This design comes from an exercise in tuning for small area on the open sky130 flow, not from production work.
The RTL was checked by simulation tests, not by an equivalence proof against the original design.
Power is estimated from default activity; no workload was simulated.

==> design.v <==
`timescale 1ns / 1ps
module message(
    input [447:0] inputmessage,
    input clk, rst_n,
    output reg [7:0] outputmessage,
    output reg bytestop, bytestart
    );
    reg [7:0] index;
    reg [7:0] tempinput [0:55];
    reg messagein;
    always@(posedge clk)
        begin
            if(~rst_n)
                begin
                    tempinput[0] = 0; tempinput[1] = 0; tempinput[2] = 0; tempinput[3] = 0;
                    tempinput[4] = 0; tempinput[5] = 0; tempinput[6] = 0; tempinput[7] = 0;
                    tempinput[8] = 0; tempinput[9] = 0; tempinput[10] = 0; tempinput[11] = 0;
                    tempinput[12] = 0; tempinput[13] = 0; tempinput[14] = 0; tempinput[15] = 0;
                    tempinput[16] = 0; tempinput[17] = 0; tempinput[18] = 0; tempinput[19] = 0;
                    tempinput[20] = 0; tempinput[21] = 0; tempinput[22] = 0; tempinput[23] = 0;
                    tempinput[24] = 0; tempinput[25] = 0; tempinput[26] = 0; tempinput[27] = 0;
                    tempinput[28] = 0; tempinput[29] = 0; tempinput[30] = 0; tempinput[31] = 0;
                    tempinput[32] = 0; tempinput[33] = 0; tempinput[34] = 0; tempinput[35] = 0;
                    tempinput[36] = 0; tempinput[37] = 0; tempinput[38] = 0; tempinput[39] = 0;
                    tempinput[40] = 0; tempinput[41] = 0; tempinput[42] = 0; tempinput[43] = 0;
                    tempinput[44] = 0; tempinput[45] = 0; tempinput[46] = 0; tempinput[47] = 0;
                    tempinput[48] = 0; tempinput[49] = 0; tempinput[50] = 0; tempinput[51] = 0;
                    tempinput[52] = 0; tempinput[53] = 0; tempinput[54] = 0; tempinput[55] = 0;
                    messagein = 1;
                    outputmessage = 0;
                    index = 0;
                    bytestart = 1;
                    bytestop = 0;
                end
            else
                begin
                    if(messagein == 1)
                        begin
                            tempinput[0] = inputmessage[447:440];
                            tempinput[1] = inputmessage[439:432];
                            tempinput[2] = inputmessage[431:424];
                            tempinput[3] = inputmessage[423:416];
                            tempinput[4] = inputmessage[415:408];
                            tempinput[5] = inputmessage[407:400];
                            tempinput[6] = inputmessage[399:392];
                            tempinput[7] = inputmessage[391:384];
                            tempinput[8] = inputmessage[383:376];
                            tempinput[9] = inputmessage[375:368];
                            tempinput[10] = inputmessage[367:360];
                            tempinput[11] = inputmessage[359:352];
                            tempinput[12] = inputmessage[351:344];
                            tempinput[13] = inputmessage[343:336];
                            tempinput[14] = inputmessage[335:328];
                            tempinput[15] = inputmessage[327:320];
                            tempinput[16] = inputmessage[319:312];
                            tempinput[17] = inputmessage[311:304];
                            tempinput[18] = inputmessage[303:296];
                            tempinput[19] = inputmessage[295:288];
                            tempinput[20] = inputmessage[287:280];
                            tempinput[21] = inputmessage[279:272];
                            tempinput[22] = inputmessage[271:264];
                            tempinput[23] = inputmessage[263:256];
                            tempinput[24] = inputmessage[255:248];
                            tempinput[25] = inputmessage[247:240];
                            tempinput[26] = inputmessage[239:232];
                            tempinput[27] = inputmessage[231:224];
                            tempinput[28] = inputmessage[223:216];
                            tempinput[29] = inputmessage[215:208];
                            tempinput[30] = inputmessage[207:200];
                            tempinput[31] = inputmessage[199:192];
                            tempinput[32] = inputmessage[191:184];
                            tempinput[33] = inputmessage[183:176];
                            tempinput[34] = inputmessage[175:168];
                            tempinput[35] = inputmessage[167:160];
                            tempinput[36] = inputmessage[159:152];
                            tempinput[37] = inputmessage[151:144];
                            tempinput[38] = inputmessage[143:136];
                            tempinput[39] = inputmessage[135:128];
                            tempinput[40] = inputmessage[127:120];
                            tempinput[41] = inputmessage[119:112];
                            tempinput[42] = inputmessage[111:104];
                            tempinput[43] = inputmessage[103:96];
                            tempinput[44] = inputmessage[95:88];
                            tempinput[45] = inputmessage[87:80];
                            tempinput[46] = inputmessage[79:72];
                            tempinput[47] = inputmessage[71:64];
                            tempinput[48] = inputmessage[63:56];
                            tempinput[49] = inputmessage[55:48];
                            tempinput[50] = inputmessage[47:40];
                            tempinput[51] = inputmessage[39:32];
                            tempinput[52] = inputmessage[31:24];
                            tempinput[53] = inputmessage[23:16];
                            tempinput[54] = inputmessage[15:8];
                            tempinput[55] = inputmessage[7:0];
                            messagein = 0;
                            bytestart = 1;
                            bytestop = 0; 
                        end
                    else
                        if(index < 56)
                            begin
                                if(tempinput[index] != 8'b0000000)
                                    begin
                                        outputmessage = tempinput[index];
                                    end
                                index = index + 1;
                            end
                        else
                            begin
                                index = 0;
                                bytestart = 0;
                                bytestop = 1;
                                if((tempinput[0] != inputmessage[447:440])&&(tempinput[55] != inputmessage[7:0])&&(tempinput[1] != inputmessage[439:432]))
                                    messagein = 1;
                            end
                end
        end
endmodule
module pad_parse(
    input clk, rst_n, source_ready, source_stop,
    input [7:0] din,
    output reg [31:0] dout32,
    output reg [511:0] dout512,
    output reg overflow_flag
    );
    reg [64:0] counter32, counter512;
    reg appendlength, size_check,tb_check, pad_done, done;
    reg [7:0] m_block [0:63];  
    reg [6:0] block_index, startpaddingindex, index0, index1, index2, index3, counter,index; 
    reg [63:0] m_size;   
    always @(posedge clk)
        begin
            if(~rst_n)
                begin
                    done = 0;
                    counter32 = 0;
                    counter512 = 0;
                    startpaddingindex = 0;
                    tb_check = 0;
                    size_check = 0;
                    counter = 0;
                    index0 = 0;
                    index1 = 1;
                    index2 = 2;
                    index3 = 3;
                    index = 0;
                    block_index = 0;
                    m_size = 0;
                    pad_done = 0;
                    dout32 = 0;
                    dout512 = 0;
                    appendlength = 0;
                    overflow_flag = 0;
                    for(index = 0; index <64; index = index + 1)
                        begin
                            m_block[index] = 0;
                        end
                end
            else
                begin
                    if((source_ready)&&(din != 8'b00000000)) 
                        begin
                          if (block_index < 64) m_block[block_index[5:0]] = din;
                          block_index = block_index + 1;
                          startpaddingindex = block_index;
                        end
                    else if((~source_ready)) 
                        begin
                            if(source_stop)
                                begin
                                    if(block_index < 56)  
                                        begin
                                            if(size_check == 0)
                                              begin 
                                                m_size = block_index*8;
                                                size_check = 1;  
                                              end
                                            if((block_index >= 1) && (block_index <= 54))
                                              begin
                                                if((block_index == startpaddingindex) || (block_index == 4))
                                                    m_block[block_index[5:0]] = 8'b10000000;
                                                else
                                                    m_block[block_index[5:0]] = 8'b00000000;
                                                block_index = block_index + 1;
                                                tb_check = 1;
                                              end
                                            else if(block_index == 55)
                                              begin
                                                m_block[55] = 8'b00000000;
                                                appendlength = 1;
                                              end
                                            else
                                              overflow_flag = 1;    
                                        end
                                end
                    if(appendlength)
                       begin
                           m_block[63] = m_size[7:0];
                           m_block[62] = m_size[15:8];
                           m_block[61] = m_size[23:16];
                           m_block[60] = m_size[31:24];
                           m_block[59] = m_size[39:32];
                           m_block[58] = m_size[47:40]; 
                           m_block[57] = m_size[55:48]; 
                           m_block[56] = m_size[63:56]; 
                           appendlength = 0;
                           pad_done = 1;
                           overflow_flag = 0;                              
                       end               
                        end
                    if(pad_done)
                        begin
                            if((index0 == 0) || (index3 < 64))
                                begin
                                    dout32[31:24] = m_block[index0];
                                    dout32[23:16] = m_block[index1];
                                    dout32[15:8] = m_block[index2];
                                    dout32[7:0] = m_block[index3];
                                    index0 = index0 + 4;
                                    index1 = index1 + 4;
                                    index2 = index2 + 4;
                                    index3 = index3 + 4;
                                    counter32 = counter32 + 1;
                                end
                        end
                    if(counter32 == 16)
                        begin
                            counter512 = counter512 + 1;
                            counter32 = 0;
                            done = 1;
                        end 
                    if(done == 1)
                        begin
                            dout512[511:504] = m_block[0];
                            dout512[503:496] = m_block[1];
                            dout512[495:488] = m_block[2];                                
                            dout512[487:480] = m_block[3];
                            dout512[479:472] = m_block[4];
                            dout512[471:464] = m_block[5];
                            dout512[463:456] = m_block[6];                                
                            dout512[455:448] = m_block[7];
                            dout512[447:440] = m_block[8];
                            dout512[439:432] = m_block[9];
                            dout512[431:424] = m_block[10];
                            dout512[423:416] = m_block[11];
                            dout512[415:408] = m_block[12];                               
                            dout512[407:400] = m_block[13];
                            dout512[399:392] = m_block[14];
                            dout512[391:384] = m_block[15];                               
                            dout512[383:376] = m_block[16];
                            dout512[375:368] = m_block[17];
                            dout512[367:360] = m_block[18];
                            dout512[359:352] = m_block[19];                            
                            dout512[351:344] = m_block[20];
                            dout512[343:336] = m_block[21];
                            dout512[335:328] = m_block[22];
                            dout512[327:320] = m_block[23];                                
                            dout512[319:312] = m_block[24];
                            dout512[311:304] = m_block[25];
                            dout512[303:296] = m_block[26];                                    
                            dout512[295:288] = m_block[27];
                            dout512[287:280] = m_block[28];
                            dout512[279:272] = m_block[29];
                            dout512[271:264] = m_block[30];         
                            dout512[263:256] = m_block[31];                       
                            dout512[255:248] = m_block[32];
                            dout512[247:240] = m_block[33];
                            dout512[239:232] = m_block[34];
                            dout512[231:224] = m_block[35];                                
                            dout512[223:216] = m_block[36];
                            dout512[215:208] = m_block[37];
                            dout512[207:200] = m_block[38];
                            dout512[199:192] = m_block[39];                            
                            dout512[191:184] = m_block[40];
                            dout512[183:176] = m_block[41];
                            dout512[175:168] = m_block[42];
                            dout512[167:160] = m_block[43];                                
                            dout512[159:152] = m_block[44];
                            dout512[151:144] = m_block[45];
                            dout512[143:136] = m_block[46];
                            dout512[135:128] = m_block[47];                                
                            dout512[127:120] = m_block[48];
                            dout512[119:112] = m_block[49];
                            dout512[111:104] = m_block[50];
                            dout512[103:96] = m_block[51];                        
                            dout512[95:88] = m_block[52];
                            dout512[87:80] = m_block[53];
                            dout512[79:72] = m_block[54];
                            dout512[71:64] = m_block[55];                                
                            dout512[63:56] = m_block[56];
                            dout512[55:48] = m_block[57];
                            dout512[47:40] = m_block[58];
                            dout512[39:32] = m_block[59];                                
                            dout512[31:24] = m_block[60];
                            dout512[23:16] = m_block[61];
                            dout512[15:8] = m_block[62];
                            dout512[7:0] = m_block[63];                            
                        end  
                end
        end    
endmodule
`timescale 1ns / 1ps
module top_padder32(
    input clk, rst_n,
    input [447:0] inputword,
    output wire [31:0] dout32,
    output wire [511:0] dout512,
    output wire overflow_flag
    );
    wire [7:0] outputbyte;
    wire bytestop, bytestart;
    message u_message(
        .inputmessage(inputword),
        .clk(clk), 
        .rst_n(rst_n),
        .outputmessage(outputbyte),
        .bytestop(bytestop),
        .bytestart(bytestart)
        );  
    pad_parse u_pad_parse(
        .clk(clk), 
        .rst_n(rst_n), 
        .source_ready(bytestart), 
        .source_stop(bytestop),
        .din(outputbyte),
        .dout32(dout32),
        .dout512(dout512),
        .overflow_flag(overflow_flag)
    );
endmodule
==> run.sh <==
#!/bin/bash
# synth_recipe.tcl (not shown) runs the flow's synth.tcl, then flattens the netlist and writes it again
# the make line also repeats each setting of config.mk as NAME=value (left out here)
make -C /OpenROAD-flow-scripts/flow DESIGN_CONFIG=/design/flow/config.mk WORK_HOME=/design/flow/orfs CLKGATE_MAP_FILE= SYNTH_SCRIPT=/design/flow/synth_recipe.tcl finish
==> config.mk <==
export PLATFORM = sky130hd
export DESIGN_NAME = top_padder32
export DESIGN_NICKNAME = top_padder32
export VERILOG_FILES = /design/flow/design.v
export SDC_FILE = /design/flow/constraint.sdc
export NUM_CORES = 4
export LEC_CHECK = 0
export CAP_MARGIN = 40
export CORE_MARGIN = 2
export CORE_UTILIZATION = 40
export PLACE_DENSITY = 0.6
export SLEW_MARGIN = 30
==> constraint.sdc <==
create_clock -name core_clock -period 10.0 [get_ports {clk}]
set_input_delay 2.0000 -clock core_clock [delete_from_list [all_inputs] [get_ports {clk}]]
set_output_delay 2.0000 -clock core_clock [all_outputs]
set_load 0.01 [all_outputs]
==> results of run 1 <==
==> worst max-delay path, cell delays in order, from the launching register on <==
cell and delay, ns:
sky130_fd_sc_hd__dfxtp_1 0.56, sky130_fd_sc_hd__inv_1 0.19, sky130_fd_sc_hd__ha_1 0.48, sky130_fd_sc_hd__nor4_4 0.69, sky130_fd_sc_hd__a221o_1 0.47, sky130_fd_sc_hd__buf_8 0.22, sky130_fd_sc_hd__o21ai_1 0.08, sky130_fd_sc_hd__buf_4 0.22
sky130_fd_sc_hd__or4_1 0.83, sky130_fd_sc_hd__a311oi_4 0.82, sky130_fd_sc_hd__nand2_2 0.26, sky130_fd_sc_hd__and2_1 0.32, sky130_fd_sc_hd__a22oi_1 0.22, sky130_fd_sc_hd__nand4_1 0.33, sky130_fd_sc_hd__a2111oi_0 0.59, sky130_fd_sc_hd__a31oi_1 0.16
==> metrics by stage <==
step	setup WS, ns	power, uW	util, %	instance area (sq um)
final	3.35	16900	51.1	92400
after global routing	3.29	17200	51.1	92300
after CTS	3.47	16800	50.9	92000
after detailed placement	3.50	9570	47.3	85500
after global placement	2.41	9510	46.9	84700
after floorplan	5.63	8210	-	72700
==> area by class of cell <==
type                       instances  share of cell area (%)
multi-input combinational       5677                    38.0
sequential                      1688                    36.6
inverter                         309                    1.26
clock buffer                     260                    5.88
antenna                           42                   0.114
clock inverter                    78                    1.14
timing repair buffer            1303                    13.8
tap                             2370                    3.21
==> per-layer routing <==
layer	up-vias	global-route usage, %	wire (um)
met2	5078	66.3	184000
met1	36500	57.2	170000
met5	-	0	287
li1	31700	-	-
met3	1114	13.2	48400
met4	42	33.6	39000
==> power groups by stage <==
stage	registers (uW)	clock network [uW]	logic, uW
5_1_grt	7020	7620	2560
3_5_place_dp	7160	0	2410
3_3_place_gp	7150	0	2360
4_1_cts	7010	7360	2420
2_1_floorplan	7090	0	1110
6_report	7020	7350	2570
==> Yosys cell counts (141+ instances only) <==
library cell,count
sky130_fd_sc_hd__dfxtp_1,1688
sky130_fd_sc_hd__nor2_1,1009
sky130_fd_sc_hd__nand2_1,691
sky130_fd_sc_hd__nand3_1,630
sky130_fd_sc_hd__mux2i_1,489
sky130_fd_sc_hd__a22oi_1,478
sky130_fd_sc_hd__clkbuf_1,438
sky130_fd_sc_hd__inv_1,307
sky130_fd_sc_hd__o21ai_0,269
sky130_fd_sc_hd__o31ai_1,242
sky130_fd_sc_hd__a22o_1,207
sky130_fd_sc_hd__a21oi_1,188
sky130_fd_sc_hd__o21ai_1,169
sky130_fd_sc_hd__and2_1,141
==> registers in the layout, indices dropped and copies added, names as in the netlist <==
register	count
u_message.tempinput	448
u_message.messagein	1
u_pad_parse.index1	4
u_pad_parse.size_check	1
u_pad_parse.m_size	64
u_pad_parse.done	1
u_pad_parse.index3	5
u_pad_parse.block_index	7
u_message.outputmessage	8
u_pad_parse.index2	4
u_pad_parse.dout32	32
u_pad_parse.index0	5
u_pad_parse.overflow_flag	1
u_message.bytestop	1
u_pad_parse.startpaddingindex	7
u_pad_parse.pad_done	1
u_message.bytestart	1
u_pad_parse.dout512	512
u_pad_parse.counter32	65
u_pad_parse.m_block	512
u_message.index	8
==> worst max path at each step <==
stage	end	slack [ns]
3_5_place_dp	u_pad_parse.dout32[19]$_SDFFE_PN0P_	3.50
2_1_floorplan	u_pad_parse.dout32[22]$_SDFFE_PN0P_	5.63
3_3_place_gp	u_pad_parse.dout32[27]$_SDFFE_PN0P_	2.41
5_1_grt	u_pad_parse.dout512[345]$_SDFFE_PN0P_	3.29
6_report	u_pad_parse.dout32[19]$_SDFFE_PN0P_	3.35
4_1_cts	u_pad_parse.dout32[19]$_SDFFE_PN0P_	3.47
==> kinds of logic (layout without fill, tap and decap cells) <==
family,count (synthesis),count (layout),synth area share (%)
compound gates,1959,1959,19.0
xor+xnor,120,120,1.45
fa+ha+maj,27,27,0.465
buf+inv,993,1950,5.76
flops,1688,1688,46.5
mux,506,506,7.03
other cells,0,42,0
simple gates,3065,3065,19.8
==> run_summary.xml, run 1 <==
<?xml version="1.0" encoding="UTF-8"?>
<metrics>
  <group name="routing">
    <metric name="route.antenna.remaining_nets" unit="">0</metric>
    <metric name="drt-vias-per-instance" unit="">6.35</metric>
    <metric name="route.vias.total" unit="">74400</metric>
    <metric name="wl_per_cell" unit="um">37.7</metric>
    <metric name="drt_pass1_iterations" unit="">9</metric>
    <metric name="finalWirelength" unit="um">442000</metric>
    <metric name="drc_errors" unit="">0</metric>
    <metric name="drt_iter0_markers" unit="">11400</metric>
  </group>
  <group name="die">
    <metric name="rows" unit="">156</metric>
    <metric name="design.core.area" unit="sq mm">0.181</metric>
    <metric name="floorplan.die_area" unit="sq mm">0.185</metric>
    <metric name="floorplan.io_pins" unit="">995</metric>
    <metric name="floorplan.initialDensity" unit="%">40.2</metric>
    <metric name="die_w" unit="um">430</metric>
    <metric name="die_h" unit="um">430</metric>
  </group>
  <group name="power_and_ir_drop">
    <metric name="sequential_fraction_of_design_power" unit="%">41.5</metric>
    <metric name="p_sw" unit="uW">5080</metric>
    <metric name="peakVddDrop" unit="V">0.000145</metric>
    <metric name="power.density_cell_area" unit="mW/mm^2">183</metric>
    <metric name="power.combinational.fraction" unit="%">15.2</metric>
    <metric name="sw_share" unit="%">30.0</metric>
    <metric name="clkPwrFrac" unit="%">43.4</metric>
    <metric name="intPower" unit="uW">11900</metric>
    <metric name="static-leakage-power" unit="uW">0.0362</metric>
  </group>
  <group name="global_routing">
    <metric name="maximum_number_of_pins_on_one_net_before_global_route_repair" unit="">268</metric>
    <metric name="grt_first_pass_wirelength" unit="um">583000</metric>
    <metric name="grt-ovfl-total" unit="">0</metric>
    <metric name="first_global_vias" unit="">67400</metric>
    <metric name="globalRouteTotalUtil" unit="%">45.6</metric>
    <metric name="number_of_antenna_violations_at_the_first_check_in_global_routing" unit="">85</metric>
  </group>
  <group name="critical_path">
    <metric name="setup.worst_path.class" unit="">flip-flop to flip-flop</metric>
    <metric name="critical_path.startpoint" unit="">u_pad_parse.block_index[1]$_SDFFE_PN0P_</metric>
    <metric name="reg2regPathDepth" unit="">15</metric>
    <metric name="worst_ep_arrival_time" unit="ns">7.35</metric>
    <metric name="cp_data_required_time" unit="ns">10.70</metric>
    <metric name="r2r-start" unit="">u_pad_parse.block_index[1]$_SDFFE_PN0P_</metric>
    <metric name="worstSetupEndpointType" unit="">flip-flop</metric>
    <metric name="critical_path_peak_fanout" unit="">16</metric>
    <metric name="startpoint_type" unit="">flip-flop</metric>
    <metric name="setup.reg_to_reg.worst_slack" unit="ns">3.35</metric>
    <metric name="critical_path.reg2reg.endpoint" unit="">u_pad_parse.dout32[19]$_SDFFE_PN0P_</metric>
  </group>
  <group name="yosys">
    <metric name="avgSynthCellArea" unit="sq um">8.70</metric>
    <metric name="synth_enable_flop_cells" unit="">0</metric>
    <metric name="mappedNetlistArea" unit="sq mm">0.0727</metric>
    <metric name="synth_top_cells_by_area" unit="">sky130_fd_sc_hd__dfxtp_1 (46%), sky130_fd_sc_hd__mux2i_1 (6.7%), sky130_fd_sc_hd__nor2_1 (5.2%), sky130_fd_sc_hd__a22oi_1 (4.9%), sky130_fd_sc_hd__nand3_1 (4.3%)</metric>
    <metric name="postSynthCellCount" unit="">8358</metric>
    <metric name="synth-warning-count" unit="">4</metric>
    <metric name="synthFlopType" unit="">sky130_fd_sc_hd__dfxtp_1</metric>
    <metric name="synthArstFlopShare" unit="%">0</metric>
    <metric name="ys_ff_latch" unit="">1688</metric>
    <metric name="yosys_top_cell_area_share" unit="%">46.5</metric>
    <metric name="fraction_of_the_yosys_area_taken_by_sequential_cells" unit="%">46.5</metric>
    <metric name="synthDominantAreaCellType" unit="">sky130_fd_sc_hd__dfxtp_1</metric>
    <metric name="syn-num-nets" unit="">8835</metric>
    <metric name="synth.lib_cells_used.distinct" unit="">89</metric>
  </group>
  <group name="placed_design">
    <metric name="globalplace.congestion" unit="">1.15</metric>
    <metric name="place_inst" unit="">11300</metric>
    <metric name="port_buffers" unit="">994</metric>
    <metric name="dp_hpwl" unit="um">348000</metric>
  </group>
  <group name="layout">
    <metric name="most-common-layout-cells" unit="">sky130_fd_sc_hd__dfxtp_1 (1678), sky130_fd_sc_hd__clkdlybuf4s50_1 (993), sky130_fd_sc_hd__nor2_1 (990)</metric>
    <metric name="layout-drive-gt1-share" unit="%">8.62</metric>
    <metric name="synthToLayoutAreaGrowth" unit="%">27.0</metric>
    <metric name="multi_input_area" unit="sq mm">0.0351</metric>
    <metric name="num-nets-final" unit="">9640</metric>
    <metric name="layout.cells.non_filler" unit="">11700</metric>
    <metric name="layout.cells.most_common" unit="">sky130_fd_sc_hd__dfxtp_1</metric>
    <metric name="regArea" unit="sq mm">0.0338</metric>
    <metric name="nFillCells" unit="">17100</metric>
  </group>
  <group name="clock_network">
    <metric name="tritoncts" unit="">built</metric>
    <metric name="postCtsResizedCells" unit="">0</metric>
    <metric name="worst_setup_hold_path_clk_slew" unit="ns">0.06</metric>
    <metric name="post_cts.repair.setup_buffers" unit="">0</metric>
    <metric name="clock_tree.root_cell" unit="">sky130_fd_sc_hd__clkbuf_16</metric>
    <metric name="cts_made_buffers" unit="">184</metric>
    <metric name="clock_tree.buffer_depth" unit="">3</metric>
    <metric name="clock_insertion_delay_worst_skew" unit="ns">0.87</metric>
    <metric name="cts_hold_buf" unit="">0</metric>
    <metric name="clkSinkCount" unit="">1688</metric>
    <metric name="htree_num_levels" unit="">4</metric>
  </group>
  <group name="job">
    <metric name="timing.max_cap.violations" unit="">0</metric>
  </group>
  <group name="sta">
    <metric name="worst_clock_skew" unit="ns">0.0508</metric>
    <metric name="fin_setup_tns" unit="ns">0</metric>
    <metric name="fin_hold_ws" unit="ns">0.455</metric>
    <metric name="slew_viol_final" unit="">0</metric>
    <metric name="timing.final.setup_violations" unit="">0</metric>
    <metric name="period_minus_slack" unit="ns">6.65</metric>
    <metric name="tightest_slew" unit="ns">1.19</metric>
    <metric name="grt_setup_unrepaired" unit="">false</metric>
    <metric name="maxClockFrequency" unit="GHz">0.150</metric>
    <metric name="final_min_period_over_clock_period" unit="%">66.5</metric>
    <metric name="relSlewSlack" unit="%">20.8</metric>
    <metric name="final-hold-violation-count" unit="">0</metric>
  </group>
  <group name="worst_hold_path">
    <metric name="worstHoldEndpoint" unit="">u_pad_parse.dout512[149]$_SDFFE_PN0P_</metric>
    <metric name="hold_path_depth" unit="">2</metric>
    <metric name="min-delay-start" unit="">u_pad_parse.dout512[149]$_SDFFE_PN0P_</metric>
    <metric name="min_path_type" unit="">flip-flop to flip-flop</metric>
  </group>
  <group name="status">
    <metric name="run_status" unit="">timing/DRC/antenna clean</metric>
  </group>
</metrics>
==> run 2: changes to the inputs <==
==> design.v (replaced) <==
`timescale 1ns / 1ps
module message(
    input [447:0] inputmessage,
    input clk, rst_n,
    output reg [7:0] outputmessage,
    output reg bytestart
    );
    reg [7:0] ring [0:56];
    reg [5:0] index;
    reg messagein;
    integer i;
    always @(posedge clk) begin
        for (i = 0; i < 56; i = i + 1)
            ring[i] <= messagein ? inputmessage[447-8*i -: 8] : ring[i+1];
        ring[56] <= ring[0];
    end
    always @(posedge clk) begin
        if (~rst_n) begin
            messagein <= 1'b1;
            outputmessage <= 8'd0;
            index <= 6'd0;
            bytestart <= 1'b1;
        end else if (messagein) begin
            messagein <= 1'b0;
            bytestart <= 1'b1;
        end else if (index != 6'd56) begin
            if (ring[0] != 8'd0)
                outputmessage <= ring[0];
            index <= index + 6'd1;
        end else begin
            index <= 6'd0;
            bytestart <= 1'b0;
            if ((ring[1] != inputmessage[447:440]) && (ring[56] != inputmessage[7:0]) &&
                (ring[2] != inputmessage[439:432]))
                messagein <= 1'b1;
        end
    end
endmodule
module pad_parse(
    input clk, rst_n, source_ready,
    input [7:0] din,
    output reg [31:0] dout32,
    output [511:0] dout512,
    output reg overflow_flag
    );
    reg [7:0] m_block [0:63];
    reg [6:0] block_index;
    reg fresh;               
    reg size_check;
    reg [5:0] m_size;        
    reg pad_done;
    reg [4:0] k;             
    wire done = k[4];
    wire store = source_ready & (din != 8'd0);
    wire pad = ~source_ready & (block_index < 7'd56);
    wire padstep = pad & (block_index != 7'd0) & (block_index != 7'd55);
    wire padlast = pad & (block_index == 7'd55);
    wire [5:0] len = size_check ? m_size : block_index[5:0];
    wire [7:0] padbyte = (fresh || block_index == 7'd4) ? 8'h80 : 8'h00;
    wire [7:0] wbyte = store ? din : padbyte;
    reg [7:0] nb [0:63];
    integer j;
    always @* begin
        for (j = 0; j < 64; j = j + 1) begin
            nb[j] = m_block[j];
            if ((store | padstep) && block_index == j)
                nb[j] = wbyte;
        end
        if (padlast) begin
            nb[55] = 8'd0;
            for (j = 56; j < 62; j = j + 1) nb[j] = 8'd0;
            nb[62] = {7'd0, len[5]};
            nb[63] = {len[4:0], 3'd0};
        end
    end
    always @(posedge clk)
        for (j = 0; j < 64; j = j + 1) m_block[j] <= nb[j];
    wire pd_next = pad_done | padlast;
    wire [5:0] rb = {k[3:0], 2'b00};
    always @(posedge clk) begin
        if (~rst_n) begin
            block_index <= 7'd0;
            fresh <= 1'b1;
            size_check <= 1'b0;
            m_size <= 6'd0;
            pad_done <= 1'b0;
            overflow_flag <= 1'b0;
            k <= 5'd0;
            dout32 <= 32'd0;
        end else begin
            if (store) begin
                block_index <= block_index + 7'd1;
                fresh <= 1'b1;
            end else if (pad) begin
                if (!size_check) begin
                    m_size <= block_index[5:0];
                    size_check <= 1'b1;
                end
                if (padstep) begin
                    block_index <= block_index + 7'd1;
                    fresh <= 1'b0;
                end else if (padlast) begin
                    pad_done <= 1'b1;
                    overflow_flag <= 1'b0;
                end else
                    overflow_flag <= 1'b1;
            end
            if (pd_next && !done) begin
                dout32 <= {nb[rb], nb[rb + 6'd1], nb[rb + 6'd2], nb[rb + 6'd3]};
                k <= k + 5'd1;
            end
        end
    end
    genvar g;
    generate
        for (g = 0; g < 64; g = g + 1) begin : g_out
            assign dout512[511-8*g -: 8] = done ? m_block[g] : 8'd0;
        end
    endgenerate
endmodule
`timescale 1ns / 1ps
module top_padder32(
    input clk, rst_n,
    input [447:0] inputword,
    output wire [31:0] dout32,
    output wire [511:0] dout512,
    output wire overflow_flag
    );
    wire [7:0] outputbyte;
    wire bytestart;
    message u_message(
        .inputmessage(inputword),
        .clk(clk),
        .rst_n(rst_n),
        .outputmessage(outputbyte),
        .bytestart(bytestart)
        );
    pad_parse u_pad_parse(
        .clk(clk),
        .rst_n(rst_n),
        .source_ready(bytestart),
        .din(outputbyte),
        .dout32(dout32),
        .dout512(dout512),
        .overflow_flag(overflow_flag)
    );
endmodule
==> run 2 against run 1 <==
Net effect:
- still clean
- cell count down 45%
- setup slack improved by 1.7 ns
- die area shrank 43%
- area after synthesis fell by 44%
- largest cell class is now flip-flops and latches
- largest power group is now registers
==> run_summary.xml, run 2 <==
<?xml version="1.0" encoding="UTF-8"?>
<metrics>
  <group name="status">
    <metric name="run_status" unit="">timing/DRC/antenna clean</metric>
  </group>
  <group name="clock_network">
    <metric name="cts_hold_buf" unit="">0</metric>
    <metric name="clock_tree.root_cell" unit="">sky130_fd_sc_hd__clkbuf_16</metric>
    <metric name="worst_setup_hold_path_clk_slew" unit="ns">0.06</metric>
    <metric name="clkSinkCount" unit="">1038</metric>
    <metric name="htree_num_levels" unit="">3</metric>
    <metric name="clock_insertion_delay_worst_skew" unit="ns">0.69</metric>
    <metric name="post_cts.repair.setup_buffers" unit="">0</metric>
    <metric name="postCtsResizedCells" unit="">0</metric>
    <metric name="cts_made_buffers" unit="">109</metric>
    <metric name="tritoncts" unit="">built</metric>
    <metric name="clock_tree.buffer_depth" unit="">3</metric>
  </group>
  <group name="critical_path">
    <metric name="worst_ep_arrival_time" unit="ns">2.95</metric>
    <metric name="setup.reg_to_reg.worst_slack" unit="ns">5.70</metric>
    <metric name="setup.worst_path.class" unit="">flip-flop to output port</metric>
    <metric name="cp_data_required_time" unit="ns">8.00</metric>
    <metric name="critical_path_peak_fanout" unit="">292</metric>
    <metric name="worstSetupEndpointType" unit="">output port</metric>
    <metric name="startpoint_type" unit="">flip-flop</metric>
  </group>
  <group name="yosys">
    <metric name="synth-warning-count" unit="">5</metric>
    <metric name="fraction_of_the_yosys_area_taken_by_sequential_cells" unit="%">50.8</metric>
    <metric name="syn-num-nets" unit="">4621</metric>
    <metric name="avgSynthCellArea" unit="sq um">9.84</metric>
    <metric name="synthArstFlopShare" unit="%">0</metric>
    <metric name="ys_ff_latch" unit="">1038</metric>
    <metric name="postSynthCellCount" unit="">4161</metric>
    <metric name="synth.most_common_cell" unit="">sky130_fd_sc_hd__dfxtp_1</metric>
    <metric name="netlist_top_cells_count" unit="">sky130_fd_sc_hd__dfxtp_1 (1038), sky130_fd_sc_hd__and2_1 (550), sky130_fd_sc_hd__mux2_2 (472)</metric>
    <metric name="synth_enable_flop_cells" unit="">0</metric>
    <metric name="synthDominantAreaCellType" unit="">sky130_fd_sc_hd__dfxtp_1</metric>
    <metric name="yosys_top_cell_area_share" unit="%">50.8</metric>
    <metric name="synthFlopType" unit="">sky130_fd_sc_hd__dfxtp_1</metric>
    <metric name="synth_top_cells_by_area" unit="">sky130_fd_sc_hd__dfxtp_1 (51%), sky130_fd_sc_hd__mux2_2 (13%), sky130_fd_sc_hd__and2_1 (8.4%), sky130_fd_sc_hd__o21ai_0 (4.9%), sky130_fd_sc_hd__nand2_1 (4.2%)</metric>
    <metric name="synth.lib_cells_used.distinct" unit="">83</metric>
    <metric name="mappedNetlistArea" unit="sq mm">0.0409</metric>
  </group>
  <group name="sta">
    <metric name="period_minus_slack" unit="ns">4.95</metric>
    <metric name="fin_setup_tns" unit="ns">0</metric>
    <metric name="tightest_slew" unit="ns">1.01</metric>
    <metric name="fin_hold_ws" unit="ns">0.388</metric>
    <metric name="relSlewSlack" unit="%">32.4</metric>
    <metric name="slew_viol_final" unit="">0</metric>
    <metric name="grt_setup_unrepaired" unit="">false</metric>
    <metric name="maxClockFrequency" unit="GHz">0.202</metric>
    <metric name="final_min_period_over_clock_period" unit="%">49.5</metric>
    <metric name="timing.final.setup_violations" unit="">0</metric>
    <metric name="worst_clock_skew" unit="ns">0.0232</metric>
    <metric name="final-hold-violation-count" unit="">0</metric>
  </group>
  <group name="die">
    <metric name="floorplan.die_area" unit="sq mm">0.105</metric>
    <metric name="rows" unit="">117</metric>
    <metric name="floorplan.initialDensity" unit="%">40.3</metric>
    <metric name="die_w" unit="um">324</metric>
    <metric name="die_h" unit="um">324</metric>
    <metric name="floorplan.io_pins" unit="">995</metric>
    <metric name="design.core.area" unit="sq mm">0.102</metric>
  </group>
  <group name="global_routing">
    <metric name="globalRouteTotalUtil" unit="%">34.1</metric>
    <metric name="grt-ovfl-total" unit="">0</metric>
    <metric name="grt_first_pass_wirelength" unit="um">254000</metric>
    <metric name="first_global_vias" unit="">33500</metric>
    <metric name="number_of_antenna_violations_at_the_first_check_in_global_routing" unit="">43</metric>
    <metric name="maximum_number_of_pins_on_one_net_before_global_route_repair" unit="">293</metric>
  </group>
  <group name="layout">
    <metric name="most-common-layout-cells" unit="">sky130_fd_sc_hd__dfxtp_1 (1036), sky130_fd_sc_hd__clkdlybuf4s50_1 (993), sky130_fd_sc_hd__and2_1 (554)</metric>
    <metric name="number_of_flip_flops_under_the_largest_register_name" unit="">512</metric>
    <metric name="finalInstanceArea" unit="sq mm">0.0559</metric>
    <metric name="layout.cells.most_common" unit="">sky130_fd_sc_hd__dfxtp_1</metric>
    <metric name="post-route-util" unit="%">55.1</metric>
    <metric name="synthToLayoutAreaGrowth" unit="%">36.6</metric>
    <metric name="largest_register" unit="">u_pad_parse.m_block</metric>
    <metric name="nFillCells" unit="">9386</metric>
    <metric name="num-nets-final" unit="">5494</metric>
    <metric name="layout.cells.non_filler" unit="">6506</metric>
    <metric name="layout-drive-gt1-share" unit="%">15.3</metric>
  </group>
  <group name="routing">
    <metric name="finalWirelength" unit="um">186000</metric>
    <metric name="route.antenna.remaining_nets" unit="">0</metric>
    <metric name="drt-vias-per-instance" unit="">5.39</metric>
    <metric name="drt_iter0_markers" unit="">3172</metric>
    <metric name="route.vias.total" unit="">35100</metric>
    <metric name="drc_errors" unit="">0</metric>
    <metric name="wl_per_cell" unit="um">28.6</metric>
    <metric name="drt_pass1_iterations" unit="">6</metric>
  </group>
  <group name="job">
    <metric name="timing.max_cap.violations" unit="">0</metric>
  </group>
  <group name="placed_design">
    <metric name="place_area" unit="sq mm">0.0521</metric>
    <metric name="dp_hpwl" unit="um">143000</metric>
    <metric name="place_inst" unit="">6287</metric>
    <metric name="port_buffers" unit="">994</metric>
    <metric name="globalplace.congestion" unit="">0.984</metric>
  </group>
  <group name="power_and_ir_drop">
    <metric name="peakVddDrop" unit="V">0.000164</metric>
    <metric name="static-leakage-power" unit="uW">0.0216</metric>
    <metric name="power.density_cell_area" unit="mW/mm^2">171</metric>
  </group>
  <group name="worst_hold_path">
    <metric name="min_path_type" unit="">flip-flop to flip-flop</metric>
  </group>
</metrics>
==> run 2: path summary, 6_finish.rpt <==
kind | cells after the start | from | to
max | 3 | u_pad_parse.k[4]$_SDFFE_PN0P_ | dout512[376]
min | 0 | u_message.ring[0][5]$_DFF_P_ | u_message.ring[56][5]$_DFF_P_
max reg2reg | 8 | u_message.outputmessage[4]$_SDFFE_PN0P_ | u_pad_parse.dout32[14]$_SDFFE_PN0P_
min reg2reg | 0 | u_message.ring[0][5]$_DFF_P_ | u_message.ring[56][5]$_DFF_P_
==> run 2: cell families (layout without fill, tap and decap cells) <==
family,after synthesis,count (layout),synth area share (%)
compound gates,837,837,13.0
xor+xnor,37,37,0.792
fa+ha+maj,10,10,0.306
buf+inv,381,1344,3.69
flops,1038,1038,50.8
mux,556,556,15.1
other cells,0,14,0
simple gates,1302,1302,16.4
==> run 2: per-layer routing <==
| layer | global-route usage, % | part of all wire [%] | vias up |
|---|---|---|---|
| li1 | - | - | 16200 |
| met5 | 0 | 0.089 | - |
| met1 | 40.2 | 38 | 16800 |
| met3 | 7.37 | 7.8 | 405 |
| met2 | 58.8 | 48 | 1717 |
| met4 | 16.6 | 5.4 | 28 |
==> run 2: final cells by class <==
| class | count | area (sq um) | area share (%) |
|---|---|---|---|
| Sequential cell | 1038 | 20800 | 37.2 |
| Multi-Input combinational cell | 2742 | 18700 | 33.5 |
| Timing Repair Buffer | 1093 | 10800 | 19.3 |
| Clock buffer | 165 | 3260 | 5.83 |
| Tap cell | 1368 | 1710 | 3.06 |
| Clock inverter | 36 | 445 | 0.796 |
| Inverter | 50 | 188 | 0.336 |
| Antenna cell | 14 | 35.0 | 0.0626 |
==> run 2: worst max-delay path: stages, from the launching register on <==
cell and delay [ns]:
sky130_fd_sc_hd__dfxtp_4 0.49, sky130_fd_sc_hd__buf_12 0.52, sky130_fd_sc_hd__and2_1 0.35, sky130_fd_sc_hd__clkdlybuf4s50_1 0.58
==> run 2: where the power goes <==
part           leakage [uW]  total [uW]  internal [uW]  switching [uW]
logic                0.0112         803            430             373
clock network       0.00184        4200           2480            1730
registers           0.00855        4560           4420             145
==> run 2: metrics by stage <==
stage	total power [uW]	setup WS, ns
final	9570	5.05
after global routing	9860	4.97
after CTS	9610	4.55
after detailed placement	5440	5.30
after global placement	5420	5.35
after floorplan	5020	6.77

==> port drivers added, routing unchanged <==
The results above use ideal ports. As a check the final layouts listed here were re-extracted and re-timed, cells and wires unchanged. Step 1: set_driving_cell puts a clkbuf_16 on clk and a buf_2 on each other input, an assumption about the parent block. Step 2 moves the port delays by t, midway between the first and last clock arrival at a register: inputs arrive t later, outputs are due t later. That takes back most of the time a late clock gives input paths. Slacks: no drivers / after step 1 / after step 2; pairs: no drivers / after step 1.
| run | t (ns) | slack for setup (ns) | worst setup path at the end | latest minus earliest clock arrival (ns) |
|---|---|---|---|---|
| run 1 | 0.951 | 3.347 / 3.347 / 3.347 | register to register | 0.052 / 0.052 |
| run 2 | 0.756 | 5.050 / 4.974 / 5.702 | register to register | 0.029 / 0.029 |
After both steps every run listed still meets setup and hold.
